What follows belongs to an exercise in optimizing a design on an open flow for small area; a production flow would make more cautious choices. Only simulation tests tie the RTL to the original design; equivalence was not proved. No driver is modelled on the clock port, so clocking that relies on it looks cheaper here than on a real chip. Power and IR drop assume default switching activity.

## flow/config.mk

```make
export PLATFORM = sky130hd
export DESIGN_NAME = egcoding
export DESIGN_NICKNAME = egcoding
export VERILOG_FILES = /design/flow/design.v
export SDC_FILE = /design/flow/constraint.sdc
export NUM_CORES = 4
export LEC_CHECK = 0
export ABC_AREA = 1
export CAP_MARGIN = 20
export CORE_MARGIN = 2
export CORE_UTILIZATION = 70
export SLEW_MARGIN = 20
```

## flow/constraint.sdc

```tcl
create_clock -name core_clock -period 12.0 [get_ports {clk}]
set_input_delay 2.4000 -clock core_clock [delete_from_list [all_inputs] [get_ports {clk}]]
set_output_delay 2.4000 -clock core_clock [all_outputs]
set_load 0.01 [all_outputs]
```

## flow/design.v

```verilog
module egcoding(
	input wire clk,
	input wire rst,
	input wire rx,
	output wire tx
);
	localparam S_IDLE  = 4'd0;
	localparam S_RLEN  = 4'd1;
	localparam S_RDATA = 4'd2;
	localparam S_WRITE = 4'd3;
	localparam S_FETCH = 4'd4;
	localparam S_RUN   = 4'd5;
	localparam S_END   = 4'd6;
	localparam S_RESP  = 4'd8;
	localparam S_TX    = 4'd9;
	localparam S_CNT   = 4'd10;
	reg[3:0] state;
	reg[511:0] ra, rb;
	reg[5:0] ph;
	wire[7:0] ra_out = ra[511:504];
	wire[7:0] rb_out = rb[511:504];
	wire umode = state[3];    
	reg ubusy;
	reg[3:0] baud, bitn;
	reg[7:0] sr;              
	reg bor;                  
	wire udone = ubusy && bitn == 4'd9 && baud == {3'b111, umode};
	wire ushift = ubusy && bitn != 4'd0 && bitn != 4'd9 && baud == {umode, 3'b111};
	wire rxv = ubusy && !umode && bitn == 4'd8 && baud == 4'd8;
	wire rxend = udone && !umode;
	assign tx = !(ubusy && umode) || bitn == 4'd9 || (bitn != 4'd0 && (sr[0] ^ bor));
	reg[6:0] i;
	reg[6:0] len_in;
	reg mcomp;
	reg[7:0] cur;
	reg[3:0] p;       
	reg[3:0] bc;      
	reg zm;           
	reg dry;          
	wire[7:0] inc = rb_out + 8'd1;
	wire[7:0] ld = mcomp ? inc : rb_out;
	reg[2:0] msb;
	integer k;
	always @(*) begin
		msb = 3'd0;
		for (k = 1; k < 8; k = k + 1)
			if (ld[k]) msb = k;
	end
	wire cbit = cur[mcomp ? p[2:0] : bc[2:0]];
	wire ebit = cbit && !p[3];
	wire code_done = p == 4'd0 && (zm || cbit);
	wire used = mcomp ? p == 4'd15 : bc[2:0] == 3'd0;
	wire hit = ph == i[5:0];
	wire wslot = state == S_WRITE && hit;
	wire copy = state == S_RESP && dry;
	wire beyond = !len_in[6] && ph >= len_in[5:0];
	reg txgo;
	reg cnt;
	always @(*) begin
		txgo = 0;
		cnt = 0;
		case (state)
		S_IDLE: txgo = rxend && sr[1];
		S_RUN: begin
			if (mcomp) begin
				txgo = !dry && bc[2:0] == 3'd7;
				cnt = dry && bc == 4'd0;
			end else begin
				txgo = !dry && code_done;
				cnt = dry && code_done;
			end
		end
		S_FETCH: cnt = dry && !mcomp && i[6];
		S_END: txgo = dry || !mcomp || (bc != 4'd0 && bc[2:0] == 3'd7);
		S_CNT: txgo = udone && dry;
		default: ;
		endcase
	end
	always @(posedge clk) begin
		ph <= ph + 6'd1;
		ra <= {ra[503:0], wslot ? cur : ra_out};
		rb <= {rb[503:0], copy ? (beyond ? {8{mcomp}} : ra_out) : rb_out};
	end
	always @(posedge clk) begin
		if (ubusy || cnt) begin
			baud <= baud + 4'd1;
			if (baud == 4'd15)
				bitn <= bitn + 4'd1;
		end
		if (udone)
			ubusy <= 0;
		if (!ubusy && !rx || txgo || state == S_IDLE && rxend && sr[1:0] == 2'd1) begin
			baud <= 4'd0;
			bitn <= 4'd0;
		end
		if (!ubusy && !rx || txgo)
			ubusy <= 1;
		if (ushift) begin
			sr <= {rx && !umode, sr[7:1]};
			bor <= bor && !sr[0];
		end
		if (txgo)
			bor <= state == S_IDLE || !mcomp && !dry && (state == S_RUN || state == S_END);
		case (state)
		S_IDLE: if (rxend) begin
			case (sr[1:0])
			2'd0: state <= S_RLEN;
			2'd1: begin
				dry <= 1;
				i <= 7'd0;
				bc <= 4'd0;
				p <= 4'd0;
				zm <= 0;
				state <= S_FETCH;
			end
			default: begin
				mcomp <= !sr[0];
				dry <= 1;
				sr <= {1'b0, sr[7:1]};
				state <= S_RESP;
			end
			endcase
		end
		S_RLEN: if (rxv) begin
			len_in <= sr[6:0];
			i <= 7'h7f;
			state <= S_RDATA;
		end
		S_RDATA: begin
			if (i == len_in) begin
				if (!ubusy || !bitn[3])
					state <= S_IDLE;
			end else if (rxv) begin
				cur <= sr;
				state <= S_WRITE;
			end
		end
		S_WRITE: if (hit) begin
			i <= i + 7'd1;
			state <= S_RDATA;
		end
		S_RESP: if (udone)
			state <= S_IDLE;
		S_FETCH: begin
			if (i[6])
				state <= S_END;
			else if (hit) begin
				if (mcomp && rb_out == 8'hff)
					state <= S_END;
				else begin
					cur <= ld;
					if (mcomp)
						p <= {msb, 1'b0};
					i <= i + 7'd1;
					state <= S_RUN;
				end
			end
		end
		S_RUN: begin
			bc <= bc + 4'd1;
			p <= p - 4'd1;
			if (mcomp) begin
				if (!dry)
					sr <= {ebit, sr[7:1]};
				if (txgo)
					state <= S_TX;
				else if (p == 4'd0)
					state <= S_FETCH;
			end else begin
				if (!zm && cbit) begin
					zm <= 1;
					p <= ~p;
				end
				if (!dry && (zm || cbit))
					sr <= {sr[6:0], cbit};
				if (code_done) begin
					zm <= 0;
					p <= 4'd0;
				end
				if (txgo)
					state <= S_TX;
				else if (bc[2:0] == 3'd7)
					state <= S_FETCH;
			end
		end
		S_TX: if (udone)
			state <= used ? S_FETCH : S_RUN;
		S_END: begin
			if (dry) begin
				sr <= {bitn, baud};
				state <= S_CNT;
			end else if (!mcomp)
				state <= S_RESP;
			else if (bc == 4'd0)
				state <= S_IDLE;
			else begin
				bc <= bc + 4'd1;
				sr <= {1'b0, sr[7:1]};
				if (txgo)
					state <= S_TX;
			end
		end
		S_CNT: if (udone) begin
			if (dry)
				dry <= 0;
			else begin
				i <= 7'd0;
				bc <= 4'd0;
				p <= 4'd0;
				zm <= 0;
				state <= S_FETCH;
			end
		end
		default: state <= S_IDLE;
		endcase
		if (!rst) begin
			state <= S_IDLE;
			ubusy <= 0;
		end
	end
endmodule
```

## flow/flow/run.sh

```bash
#!/bin/bash
# The standard layout, with three changes:
#  - synthesis maps with an area-only ABC script (flow/synth.tcl,
#    flow/area.script) in place of ORFS's, which buffers and upsizes for
#    speed; the registers are the standard synthesis's;
#  - TritonCTS runs without dummy loads, with small clusters of clkbuf_8;
#  - flow/cts_fix.tcl then upsizes the few clock buffers whose estimated
#    slew is over CT_TARGET_PS.
# Each tool's log is under orfs/logs; make's own output is in standard.log.
set -euo pipefail
export MY_ABC_SCRIPT=$PWD/flow/area.script
export CT_TARGET_PS=114
bash standard.sh "SYNTH_SCRIPT=$PWD/flow/synth.tcl" "PRE_CTS_TCL=$PWD/flow/cts_fix.tcl" "POST_CTS_TCL=$PWD/flow/cts_post.tcl" "CTS_ARGS=-sink_clustering_enable -repair_clock_nets -dont_use_dummy_load -buf_list sky130_fd_sc_hd__clkbuf_8 -sink_clustering_size 22 -sink_clustering_max_diameter 45" finish > standard.log 2>&1
```

## flow/flow/area.script

```
strash
&get -n
&fraig -x
&put
scorr
dc2
&get -n
&deepsyn -T 60
&put
dch -f
map -a
strash
dch -f
amap
topo
```

## flow/flow/cts_fix.tcl

```tcl
# PRE_CTS hook: run TritonCTS as ORFS would, then give each clock buffer
# whose output slew (estimated from placement) is over CT_TARGET_PS the
# next larger clock buffer, so that the few wide clusters still meet the
# slew limit at the flip-flop clock pins. flow/cts_post.tcl repeats the
# check once cts.tcl has legalized the placement.
proc ct_upsize {} {
  set target [expr {[info exists ::env(CT_TARGET_PS)] ? $::env(CT_TARGET_PS) : 114}]
  set bigger [dict create sky130_fd_sc_hd__clkbuf_4 sky130_fd_sc_hd__clkbuf_8 sky130_fd_sc_hd__clkbuf_8 sky130_fd_sc_hd__clkbuf_16]
  set_propagated_clock [all_clocks]
  set total 0
  for {set pass 0} {$pass < 3} {incr pass} {
    estimate_parasitics -placement
    set changed 0
    foreach inst [get_cells -filter "ref_name=~sky130_fd_sc_hd__clkbuf_*"] {
      set out [get_pins -of_objects $inst -filter "direction==output"]
      set worst 0
      foreach edge {rise fall} {
        set worst [expr {max($worst, [sta::time_ui_sta [get_property $out slew_max_$edge]] * 1e12)}]
      }
      set ref [get_property $inst ref_name]
      if {$worst > $target && [dict exists $bigger $ref]} {
        replace_cell $inst [dict get $bigger $ref]
        incr changed
      }
    }
    incr total $changed
    puts "clock buffer upsizing pass $pass: $changed buffers upsized"
    if {$changed == 0} break
  }
  unset_propagated_clock [all_clocks]
  return $total
}
rename ::clock_tree_synthesis ::ct_tritoncts
proc ::clock_tree_synthesis {args} {
  ::ct_tritoncts {*}$args
  ct_upsize
}
```

## flow/flow/cts_post.tcl

```tcl
# POST_CTS hook: the clock buffer check of flow/cts_fix.tcl again, on the
# legalized placement; legalize again if a buffer grew.
if {[ct_upsize] > 0} {
  detailed_placement
  check_placement -verbose
}
```

## flow/flow/synth.tcl

```tcl
proc synth {args} { yosys synth -nofsm -noshare {*}$args }
# The standard synthesis (synth_recipe.tcl), but with ABC mapping by an
# area-only script (flow/area.script) in place of ORFS's, which also
# buffers and upsizes for speed.
proc abc {args} {
  set i [lsearch $args -script]
  if {$i >= 0} { set args [lreplace $args $i [expr {$i + 1}] -script $::env(MY_ABC_SCRIPT)] }
  set j [lsearch $args -D]
  if {$j >= 0} { set args [lreplace $args $j [expr {$j + 1}]] }
  yosys abc {*}$args
}
source $::env(SCRIPTS_DIR)/synth.tcl
# left out here: clear keep_hierarchy, flatten, clean up, hide names made inside functions, write 1_2_yosys.v
```

## flow/standard.sh

```bash
#!/bin/bash
# synth_recipe.tcl (not shown) runs the flow's synth.tcl, then flattens the netlist and writes it again
# the make line also repeats each setting of config.mk as NAME=value (left out here)
make -C /OpenROAD-flow-scripts/flow DESIGN_CONFIG=/design/flow/config.mk WORK_HOME=/design/flow/orfs CLKGATE_MAP_FILE= SYNTH_SCRIPT=/design/flow/synth_recipe.tcl "${@:-finish}"
```

==> results of run 1 <==
cell usage after synthesis, drive strengths merged (2+ instances only):
cell        n  share of area (%)
o21a        7               0.22
nand4       4               0.10
nor2b       5               0.13
edfxtp     34                4.2
o21ai      37               0.76
nor4        4               0.10
o221ai     11               0.40
nor3       20               0.41
o22ai      35               0.90
nand2      28               0.43
nand3      14               0.29
a2111oi     5               0.18
o22a        8               0.29
nor3b       2              0.062
clkinv     84                1.3
dfxtp    1051                 87
a31oi      14               0.36
or2         2              0.051
a21oi      17               0.35
nor2       65                1.0
ha         21                1.1
a22oi       4               0.12
a211oi      6               0.19
and3        2              0.051
or3         3              0.077
nand2b      3              0.077
where the power goes:
part / total [mW] / internal (mW) / switching, mW / leakage (nW)
logic: 0.0158 / 0.00585 / 0.00994 / 0.827
registers: 3.62 / 3.62 / 0.00547 / 8.77
clock network: 1.83 / 0.773 / 1.06 / 0.657
total: 5.47 / 4.40 / 1.08 / 10.3
flip-flops by register name, summed over array words and instances (netlist names):
register	count
baud	4
bc	4
bitn	4
bor	1
cur	8
dry	1
i	7
len_in	7
mcomp	1
p	4
ph	6
ra	512
rb	512
sr	8
state	4
ubusy	1
zm	1
worst register-to-register path: stages, from the launching register on:
cell	delay (ns)
edfxtp_1	0.59
clkinv_1	0.43
o22ai_1	0.48
clkinv_1	0.22
o22ai_1	0.19
o22ai_1	0.10
o21ai_0	0.34
clkinv_1	0.17
o21ai_0	0.22
or3_1	0.42
o22ai_1	0.18
a2111oi_0	0.38
buf_4	0.23
clkinv_1	0.07
o21ai_0	0.20
or2_0	0.21
a31o_1	0.12
o21ai_0	0.08
final timing paths:
kind	endpoint
max	state[2]
min	rb[18]
max reg2reg	state[2]
min reg2reg	rb[18]
through the flow:
step           util [%]  cell area, um2  hold WS [ns]
5_1_grt            76.4           26300         0.271
3_5_place_dp       72.5           24900         0.312
3_3_place_gp       72.5           24900         0.310
6_report           76.4           26300         0.267
2_1_floorplan         -           24300         0.310
cell type report:
class	instances	area (um2)
flip-flops and latches	1085	22100
fillers	1778	8120
multi-input cells	326	1940
clock buffers	60	1320
well taps	455	569
inverters	84	315
repair buffers	6	52.6
kinds of logic after synthesis:
kind of cell / count (synthesis)
DFF: 1085
and+or+nand+nor: 153
adders and majority gates: 21
buffers and inverters: 84
AOI/OAI and AO/OA: 152
layer usage:
layer	wire length (um)	global-route usage [%]
met2	21600	42.9
met4	1110	7.48
met3	1770	4.29
met5	0	0
met1	17700	31.1
==> impl_metrics.json, run 1 <==
{
  "outcome": "timing/DRC/antenna clean",
  "finalMaxSlewViolations": 0,
  "drive_gt1_share_pct": 4.04,
  "power.leakage_nw": 10.3,
  "cts_sinks": 1085,
  "synth_cell_types": 35,
  "yosys.area_share.xor_xnor_pct": 0,
  "crit_chain": "clkinv_1 -> o22ai_1 -> clkinv_1 -> o22ai_1 -> o22ai_1 -> o21ai_0 -> clkinv_1 -> o21ai_0 -> or3_1 -> o22ai_1 -> a2111oi_0 -> buf_4 -> clkinv_1 -> o21ai_0 -> or2_0 -> a31o_1 -> o21ai_0",
  "worst-path-buf-inv": 5,
  "finalPower_mw": 5.47,
  "avgRoutedWirePerCell_um": 20.9,
  "postSynthAreaPerCell_um2": 16.3,
  "synth_compound_area_share_pct": 4.06,
  "min-delay-start": "rb[10]",
  "detailed_place_hpwl_um": 20500,
  "synthAdderAreaFrac_pct": 1.08,
  "drt-pass1-iter-count": 5,
  "path_class": "flop to flop",
  "io_pins": 4,
  "worst_path_dominant_cell_family": "compound AO/OA/AOI/OAI gates",
  "yosysSeqAreaShare_pct": 90.7,
  "dp.cells": 1956,
  "synth_area_um2": 24300,
  "final_common_cell": "dfxtp_1",
  "min_period_ns": 4.72,
  "async_flop_share_pct": 0,
  "synth_top_family_by_area": "compound AO/OA/AOI/OAI gates",
  "finalSetupViolations": 0,
  "coreArea_um2": 34400,
  "synth_edf_count": 34,
  "finalNonFillerCells": 2016,
  "critPathLaunchType": "flop",
  "fp.dieH_um": 190,
  "totalWireLength_um": 42100,
  "finalCritPeriodShare_pct": 39.4,
  "max_slew.worst_pin.slew_ns": 1.04,
  "grt_first_pass_wirelength_um": 66100,
  "initial_core_util_pct": 70.7,
  "required_ns": 12.46,
  "finalClockSkew_ns": 0.0904,
  "grt_max_degree": 23,
  "gp_routability_congestion": 0.861,
  "fp.dieArea_um2": 36200,
  "path_clk_slew_ns": 0.10,
  "drt-vias-per-instance": 5.17,
  "via_count": 10417,
  "cap_violations": 0,
  "fin_ws_ns": 7.28,
  "fmaxAchievable_mhz": 212,
  "antennaDiodeCount": 0,
  "drt_iter0_markers": 751,
  "synth_top_flop_cell": "dfxtp_1",
  "rsz0062_at_grt": "no",
  "syn-num-nets": 1519,
  "p_per_area_nw_per_um2": 208,
  "netlist_instances": 1495,
  "grt_pass1_vias": 11158,
  "grt-ovfl-total": 0,
  "io_buffers": 3,
  "reg2reg_slack_ns": 7.28,
  "row_count": 68,
  "drc": 0,
  "layout_common_cells": "dfxtp_1 (1051), clkinv_1 (84), nor2_1 (65)",
  "finalHoldViolCount": 0,
  "max_stage_delay_ns": 0.59,
  "cts_tree": "yes",
  "ys_seq_elements": 1085,
  "rr_worst_depth": 17,
  "yosys_warnings": 1,
  "critPathCaptureType": "flop",
  "crit_fanout": 13,
  "grt_usage_pct": 24.4,
  "clk_latency_ns": 0.64,
  "syn2layout_area_growth_pct": 7.99,
  "nets": 1587,
  "startpoint": "mcomp",
  "final_antenna_net_count": 0,
  "synthMuxAreaShare_pct": 0,
  "crit_cells": 17,
  "slowest_stage": "edfxtp_1",
  "worstHoldPathType": "flop to flop",
  "die_x_um": 190,
  "antenna_found_initial": 0,
  "place_ws_ns": 7.36,
  "worstReg2RegStart": "mcomp",
  "synth-simple-area-share_pct": 2.83,
  "ir_drop_mv": 0.205,
  "crit_arrival_ns": 5.18,
  "min_path_cells": 0,
  "setup_total_negative_slack_ns": 0,
  "relSlewSlack_pct": 29.9
}
==> inputs of run 2 (changes only) <==
--- a/flow/flow/run.sh
+++ b/flow/flow/run.sh
@@ -10,4 +10,4 @@
 set -euo pipefail
 export MY_ABC_SCRIPT=$PWD/flow/area.script
 export CT_TARGET_PS=114
-bash standard.sh "SYNTH_SCRIPT=$PWD/flow/synth.tcl" "PRE_CTS_TCL=$PWD/flow/cts_fix.tcl" "POST_CTS_TCL=$PWD/flow/cts_post.tcl" "CTS_ARGS=-sink_clustering_enable -repair_clock_nets -dont_use_dummy_load -buf_list sky130_fd_sc_hd__clkbuf_8 -sink_clustering_size 22 -sink_clustering_max_diameter 45" finish > standard.log 2>&1
+bash standard.sh "SYNTH_SCRIPT=$PWD/flow/synth.tcl" "PRE_CTS_TCL=$PWD/flow/cts_fix.tcl" "POST_CTS_TCL=$PWD/flow/cts_post.tcl" "CTS_ARGS=-sink_clustering_enable -repair_clock_nets -dont_use_dummy_load -buf_list {sky130_fd_sc_hd__clkbuf_8 sky130_fd_sc_hd__clkbuf_16} -root_buf sky130_fd_sc_hd__clkbuf_16 -tree_buf sky130_fd_sc_hd__clkbuf_16 -sink_clustering_buffer sky130_fd_sc_hd__clkbuf_8 -sink_clustering_size 24 -sink_clustering_max_diameter 50" finish > standard.log 2>&1
==> impl_metrics.json, run 2 <==
{
  "outcome": "timing/DRC/antenna clean",
  "grt_usage_pct": 25.3,
  "drt-pass1-iter-count": 5,
  "fin_ws_ns": 7.09,
  "fp.dieH_um": 190,
  "syn2layout_area_growth_pct": 7.81,
  "row_count": 68,
  "cts_sinks": 1085,
  "finalMaxSlewViolations": 0,
  "drive_gt1_share_pct": 3.68,
  "initial_core_util_pct": 70.7,
  "synthMuxAreaShare_pct": 0,
  "dp.cells": 1949,
  "worstReg2RegStart": "mcomp",
  "path_class": "flop to flop",
  "synth_top_family_by_area": "compound AO/OA/AOI/OAI gates",
  "dpl_cell_area_um2": 24900,
  "cap_violations": 0,
  "relSlewSlack_pct": 26.9,
  "power.leakage_nw": 10.2,
  "path_clk_slew_ns": 0.10,
  "yosysMostFrequentCell": "dfxtp_1",
  "max_slew.worst_pin.slew_ns": 1.09,
  "finalCritPeriodShare_pct": 40.9,
  "grt_max_degree": 25,
  "finalClockSkew_ns": 0.113,
  "cts_tree": "yes",
  "grt_first_pass_wirelength_um": 68000,
  "antenna_found_initial": 1,
  "critPathLaunchType": "flop",
  "synth_edf_count": 34,
  "stdcell_area_um2": 26200,
  "reg2reg_slack_ns": 7.09,
  "place_ws_ns": 7.24,
  "drt-vias-per-instance": 5.17,
  "synth_commonest_cells": "dfxtp_1 (1051), clkinv_1 (87), nor2_1 (60), edfxtp_1 (34), o21ai_0 (34)",
  "hold_slack_ns": 0.243,
  "synth-simple-area-share_pct": 2.61,
  "fp.dieArea_um2": 36200,
  "min_period_ns": 4.91,
  "synthAdderAreaFrac_pct": 1.08,
  "finalHoldViolCount": 0,
  "die_x_um": 190,
  "min_path_cells": 0,
  "drt_iter0_markers": 832,
  "nets": 1574,
  "synth_area_um2": 24300,
  "avgRoutedWirePerCell_um": 21.8,
  "synth_cell_types": 36,
  "yosys_warnings": 1,
  "worstHoldPathType": "flop to flop",
  "syn-num-nets": 1512,
  "yosys.area_share.xor_xnor_pct": 0,
  "finalSetupViolations": 0,
  "io_buffers": 3,
  "reg.largest.list": "ra x512, rb x512",
  "yosysSeqAreaShare_pct": 90.8,
  "postSynthAreaPerCell_um2": 16.3,
  "clk_latency_ns": 0.63,
  "gp_routability_congestion": 0.860,
  "min-delay-start": "rb[147]",
  "ys_seq_elements": 1085,
  "setup_total_negative_slack_ns": 0,
  "synth.area.top_cells": "dfxtp_1 (87%), edfxtp_1 (4.2%), clkinv_1 (1.3%)",
  "async_flop_share_pct": 0,
  "drc": 0,
  "synth_top_flop_cell": "dfxtp_1",
  "detailed_place_hpwl_um": 21300,
  "ir_drop_mv": 0.183,
  "required_ns": 12.50,
  "crit_arrival_ns": 5.41,
  "layout_common_cells": "dfxtp_1 (1051), clkinv_1 (87), nor2_1 (60)",
  "startpoint": "mcomp",
  "totalWireLength_um": 43600,
  "final_common_cell": "dfxtp_1",
  "critPathCaptureType": "flop",
  "via_count": 10369,
  "p_per_area_nw_per_um2": 208,
  "finalNonFillerCells": 2004,
  "final_antenna_net_count": 0,
  "rsz0062_at_grt": "no",
  "io_pins": 4,
  "fmaxAchievable_mhz": 204,
  "synth_top_area_share_pct": 86.6,
  "yosysTopAreaCell": "dfxtp_1",
  "coreArea_um2": 34400,
  "netlist_instances": 1488,
  "grt_pass1_vias": 11198,
  "crit_fanout": 14,
  "grt-ovfl-total": 0,
  "synth_compound_area_share_pct": 4.19,
  "rr_worst_depth": 15
}
==> run 2: kinds of logic (layout without fill, tap and decap cells) <==
family	count (synthesis)	count (layout)
DFF	1085	1085
AOI/OAI and AO/OA	152	152
and+or+nand+nor	143	143
buffers and inverters	87	147
adders and majority gates	21	21
other	0	1
==> run 2: metrics by stage <==
stage	power, mW	utilization, %
2_1_floorplan	3.72	-
3_3_place_gp	3.73	72.5
3_5_place_dp	3.73	72.5
5_1_grt	5.60	76.2
6_report	5.45	76.2
==> run 2: layout make-up <==
cell class	instances	area [um2]
clock buffers	54	1270
well taps	455	569
diodes	1	2.50
multi-input cells	316	1910
repair buffers	6	52.6
flip-flops and latches	1085	22100
fillers	1791	8170
inverters	87	327
==> run 2: worst paths after layout <==
check	end
hold reg to reg	rb[155]
setup reg to reg	sr[5]
setup / recovery	sr[5]
hold / removal	rb[155]
==> run 2: power by group <==
| part | internal [mW] | total (mW) | switching [mW] |
|---|---|---|---|
| logic | 0.00731 | 0.0185 | 0.0112 |
| clock network | 0.753 | 1.80 | 1.05 |
| registers | 3.62 | 3.63 | 0.00702 |
==> run 2: metal layers <==
metal	part of all wire [%]	global-route usage, %	vias up	wire (um)
met5	0	0	-	0
met4	2.5	7.30	0	1090
met3	5.9	4.93	90	2560
met2	50	43.7	358	22000
met1	41	32.6	5000	18000
li1	-	-	4921	-
==> run 2: critical path, stage by stage, from the launching register on <==
cell      delay (ns)
edfxtp_1        0.66
clkinv_1        0.47
o22ai_1         0.46
o22ai_1         0.13
nand2_1         0.09
a21oi_1         0.07
a31oi_1         0.22
o21ai_0         0.14
nor3_1          0.86
clkinv_1        0.32
nand3_1         0.16
nand3_1         0.10
nor2_1          0.42
nand3_1         0.35
o22ai_1         0.27
a221o_1         0.14
==> inputs of run 3 (changes only) <==
--- a/flow/design.v
+++ b/flow/design.v
@@ -100,7 +100,7 @@
 			bor <= bor && !sr[0];
 		end
 		if (txgo)
-			bor <= state == S_IDLE || !mcomp && !dry && (state == S_RUN || state == S_END);
+			bor <= !mcomp && !dry && (state == S_RUN || state == S_END);
 		case (state)
 		S_IDLE: if (rxend) begin
 			case (sr[1:0])
@@ -116,7 +116,7 @@
 			default: begin
 				mcomp <= !sr[0];
 				dry <= 1;
-				sr <= {1'b0, sr[7:1]};
+				sr <= 8'd0;
 				state <= S_RESP;
 			end
 			endcase
==> flow/flow/run.sh (replaced) <==
#!/bin/bash
# The standard layout; TritonCTS runs without dummy loads, and flow/cts_fix.tcl
# upsizes the clock buffers of clusters whose slew is over the target.
set -euo pipefail
export CT_TARGET_PS=118
bash standard.sh "CTS_ARGS=-sink_clustering_enable -repair_clock_nets -dont_use_dummy_load -buf_list sky130_fd_sc_hd__clkbuf_8 -sink_clustering_size 26 -sink_clustering_max_diameter 50" "PRE_CTS_TCL=$PWD/flow/cts_fix.tcl" finish > standard.log 2>&1
==> flow/flow/cts_fix.tcl (replaced) <==
# PRE_CTS hook: run TritonCTS as ORFS would, then give each clock buffer
# whose output slew (estimated from placement) is over the target the next
# larger clock buffer, so that the few wide clusters still meet the slew
# limit at the flip-flop clock pins.
rename ::clock_tree_synthesis ::ct_tritoncts
proc ::clock_tree_synthesis {args} {
  ::ct_tritoncts {*}$args
  set target [expr {[info exists ::env(CT_TARGET_PS)] ? $::env(CT_TARGET_PS) : 118}]
  set bigger [dict create sky130_fd_sc_hd__clkbuf_4 sky130_fd_sc_hd__clkbuf_8 sky130_fd_sc_hd__clkbuf_8 sky130_fd_sc_hd__clkbuf_16]
  set_propagated_clock [all_clocks]
  for {set pass 0} {$pass < 3} {incr pass} {
    estimate_parasitics -placement
    set changed 0
    foreach inst [get_cells -filter "ref_name=~sky130_fd_sc_hd__clkbuf_*"] {
      set out [get_pins -of_objects $inst -filter "direction==output"]
      set worst 0
      foreach edge {rise fall} {
        set worst [expr {max($worst, [sta::time_ui_sta [get_property $out slew_max_$edge]] * 1e12)}]
      }
      set ref [get_property $inst ref_name]
      if {$worst > $target && [dict exists $bigger $ref]} {
        replace_cell $inst [dict get $bigger $ref]
        incr changed
      }
    }
    puts "clock buffer upsizing pass $pass: $changed buffers upsized"
    if {$changed == 0} break
  }
  unset_propagated_clock [all_clocks]
}
removed: flow/flow/area.script
removed: flow/flow/cts_post.tcl
removed: flow/flow/synth.tcl
==> impl_metrics.json, run 3 <==
{
  "syn2layout_area_growth_pct": 7.02,
  "fp.dieArea_um2": 37800,
  "final_antenna_net_count": 0,
  "rr_worst_depth": 13,
  "cts_sinks": 1085,
  "cts_tree": "yes",
  "yosys_warnings": 1,
  "grt_usage_pct": 24.4,
  "syn-num-nets": 1726,
  "ctsHoldBuffers": 0,
  "power.leakage_nw": 10.9,
  "row_count": 69,
  "synth.area.top_cells": "dfxtp_1 (83%), edfxtp_1 (4.0%), nand2_1 (2.0%)",
  "final_common_cell": "dfxtp_1",
  "drt_iter0_markers": 866,
  "r2r-end": "sr[3]",
  "antenna_found_initial": 1,
  "ir_drop_mv": 0.224,
  "seq_area_um2": 22100,
  "async_flop_share_pct": 0,
  "cts_setup_buffers": 0,
  "worst-path-buf-inv": 3,
  "finalClockSkew_ns": 0.116,
  "initial_core_util_pct": 71.3,
  "worst_path_most_repeated_cell": "inv_1",
  "drc": 0,
  "multi_input_area_um2": 2850,
  "nFillCells": 1917,
  "clk_latency_ns": 0.63,
  "drt-pass1-iter-count": 6,
  "drt-vias-per-instance": 5.13,
  "critPathCaptureType": "output pin",
  "crit_fanout": 5,
  "synth_top_area_share_pct": 82.8,
  "required_ns": 9.60,
  "rsz0062_at_grt": "no",
  "dpl_cell_area_um2": 26000,
  "synth_top_flop_cell": "dfxtp_1",
  "via_count": 11356,
  "fp.dieH_um": 195,
  "totalWireLength_um": 44200,
  "reg2reg_slack_ns": 9.10,
  "cap_violations": 0,
  "cts-resized-gates": 0,
  "postSynthAreaPerCell_um2": 14.9,
  "grt_pass1_vias": 12075,
  "yosysSeqAreaShare_pct": 86.8,
  "ys_seq_elements": 1085,
  "io_buffers": 3,
  "worstHoldPathType": "flop to flop",
  "finalHoldViolCount": 0,
  "grt_max_degree": 31,
  "min_path_cells": 0,
  "critPathLaunchType": "flop",
  "synth_cell_types": 50,
  "min_period_ns": 4.61,
  "finalCritPeriodShare_pct": 38.4,
  "avgRoutedWirePerCell_um": 20.0,
  "hold_slack_ns": 0.288,
  "die_x_um": 195,
  "nets": 1777,
  "slowest_stage": "clkdlybuf4s50_1",
  "stdcell_area_um2": 27200,
  "worstReg2RegStart": "mcomp",
  "final_util_pct": 76.3,
  "path_class": "flop to output pin",
  "grt_first_pass_wirelength_um": 70200,
  "crit_chain": "inv_1 -> ha_1 -> nand3_1 -> inv_1 -> o2111ai_1 -> clkdlybuf4s50_1",
  "crit_arrival_ns": 2.21,
  "max_stage_delay_ns": 0.58,
  "path_clk_slew_ns": 0.10,
  "coreArea_um2": 35700,
  "worst_path_dominant_cell_family": "buffers and inverters",
  "finalMaxSlewViolations": 0,
  "min-delay-start": "ra[40]",
  "max_slew.worst_pin.slew_ns": 1.08,
  "p_per_area_nw_per_um2": 206,
  "relSlewSlack_pct": 27.4,
  "synth_commonest_cells": "dfxtp_1 (1051), nand2_1 (137), inv_1 (100), a21oi_1 (53)",
  "yosysTopAreaCell": "dfxtp_1",
  "layout_common_cells": "dfxtp_1 (1051), nand2_1 (137), inv_1 (100)",
  "synth_edf_count": 34,
  "holdPathEnd": "ra[48]",
  "outcome": "timing/DRC/antenna clean",
  "drive_gt1_share_pct": 7.54,
  "grt-ovfl-total": 0,
  "finalSetupViolations": 0,
  "reg.largest.list": "ra x512, rb x512",
  "fmaxAchievable_mhz": 217,
  "gp_routability_congestion": 0.871,
  "netlist_instances": 1702,
  "antennaDiodeCount": 0,
  "cts-buffers-inserted": 54,
  "io_pins": 4,
  "setup_total_negative_slack_ns": 0,
  "synth_area_um2": 25400,
  "detailed_place_hpwl_um": 23600,
  "yosysMostFrequentCell": "dfxtp_1"
}
run 3: cell count changes after synthesis, moves of 12 or more:
cell / delta
nor2_1: -21
inv_1: +100
nand3_1: +29
o211ai_1: +12
a21oi_1: +38
o22ai_1: -24
inv_2: +12
xor2_1: +16
clkinv_1: -86
nand2_1: +107
run 3: per-layer routing:
metal / global-route usage [%] / share of wire [%] / vias up
met5: 0 / 0 / -
met4: 8.66 / 3.6 / 0
met1: 32.8 / 43 / 5410
li1: - / - / 5468
met2: 40.2 / 48 / 373
met3: 4.42 / 5.8 / 105
run 3: final cells by class:
type,count,share of cell area (%)
Inverter,114,1.59
Timing Repair Buffer,8,0.239
Clock buffer,54,4.43
Sequential cell,1085,81.1
Multi-Input combinational cell,490,10.5
Tap cell,461,2.12
run 3: kinds of logic after synthesis:
| family | Yosys count | share of synthesized area [%] |
|---|---|---|
| xor gates and xnor gates | 22 | 0.758 |
| DFF | 1085 | 86.8 |
| adders and majority gates | 21 | 1.03 |
| muxes | 8 | 0.355 |
| and+or+nand+nor | 283 | 5.43 |
| AOI/OAI and AO/OA | 156 | 3.64 |
| buffers and inverters | 127 | 1.96 |
run 3: metrics by stage:
step / setup WS [ns] / power [mW] / instances
floorplan: 8.55 / 3.87 / 1702
global placement: 7.94 / 3.93 / 2157
detailed placement: 7.94 / 3.93 / 2158
CTS: 7.93 / 5.30 / 2212
global route: 7.25 / 5.76 / 2212
finish: 7.39 / 5.60 / 2212
run 3: where the power goes:
group | internal, mW | switching (mW)
sequential | 3.64 | 0.0303
combinational | 0.0574 | 0.124
clock | 0.711 | 1.03
total | 4.41 | 1.19
run 3: worst max path at each step:
stage / from / to / slack, ns / cells after the start
final: bitn[0] / tx / 7.39 / 6
after global routing: bitn[0] / tx / 7.25 / 6
after CTS: bitn[0] / tx / 7.93 / 6
after detailed placement: bitn[0] / tx / 7.94 / 6
after global placement: bitn[0] / tx / 7.94 / 6
after floorplan: bitn[0] / tx / 8.55 / 5

==> static timing again, ports no longer ideal <==
The flow's constraints put no driver on any port. The routed layouts listed below were extracted and timed again, unchanged, in two steps. Step 1 sets driving cells, clkbuf_16 on the clock port and buf_2 on the other inputs (assumed; they add their load-dependent delay and slew). Step 2 times the ports against the registers' clock, not the clock port: input delays grow and output delays shrink by t, the midpoint of the rising clock arrivals with the driver on. a / b / c = no drivers / after step 1 / after step 2; a / b = the first two.
| run | t, ns | setup slack, ns | worst data-port slew with drivers (ns) |
|---|---|---|---|
| run 1 | 0.651 | 7.276 / 7.276 / 7.276 | 0.03 |
| run 2 | 0.631 | 7.094 / 7.094 / 7.094 | 0.04 |
| run 3 | 0.629 | 7.388 / 7.331 / 7.960 | 0.03 |
After both steps setup and hold are still met in every run listed.
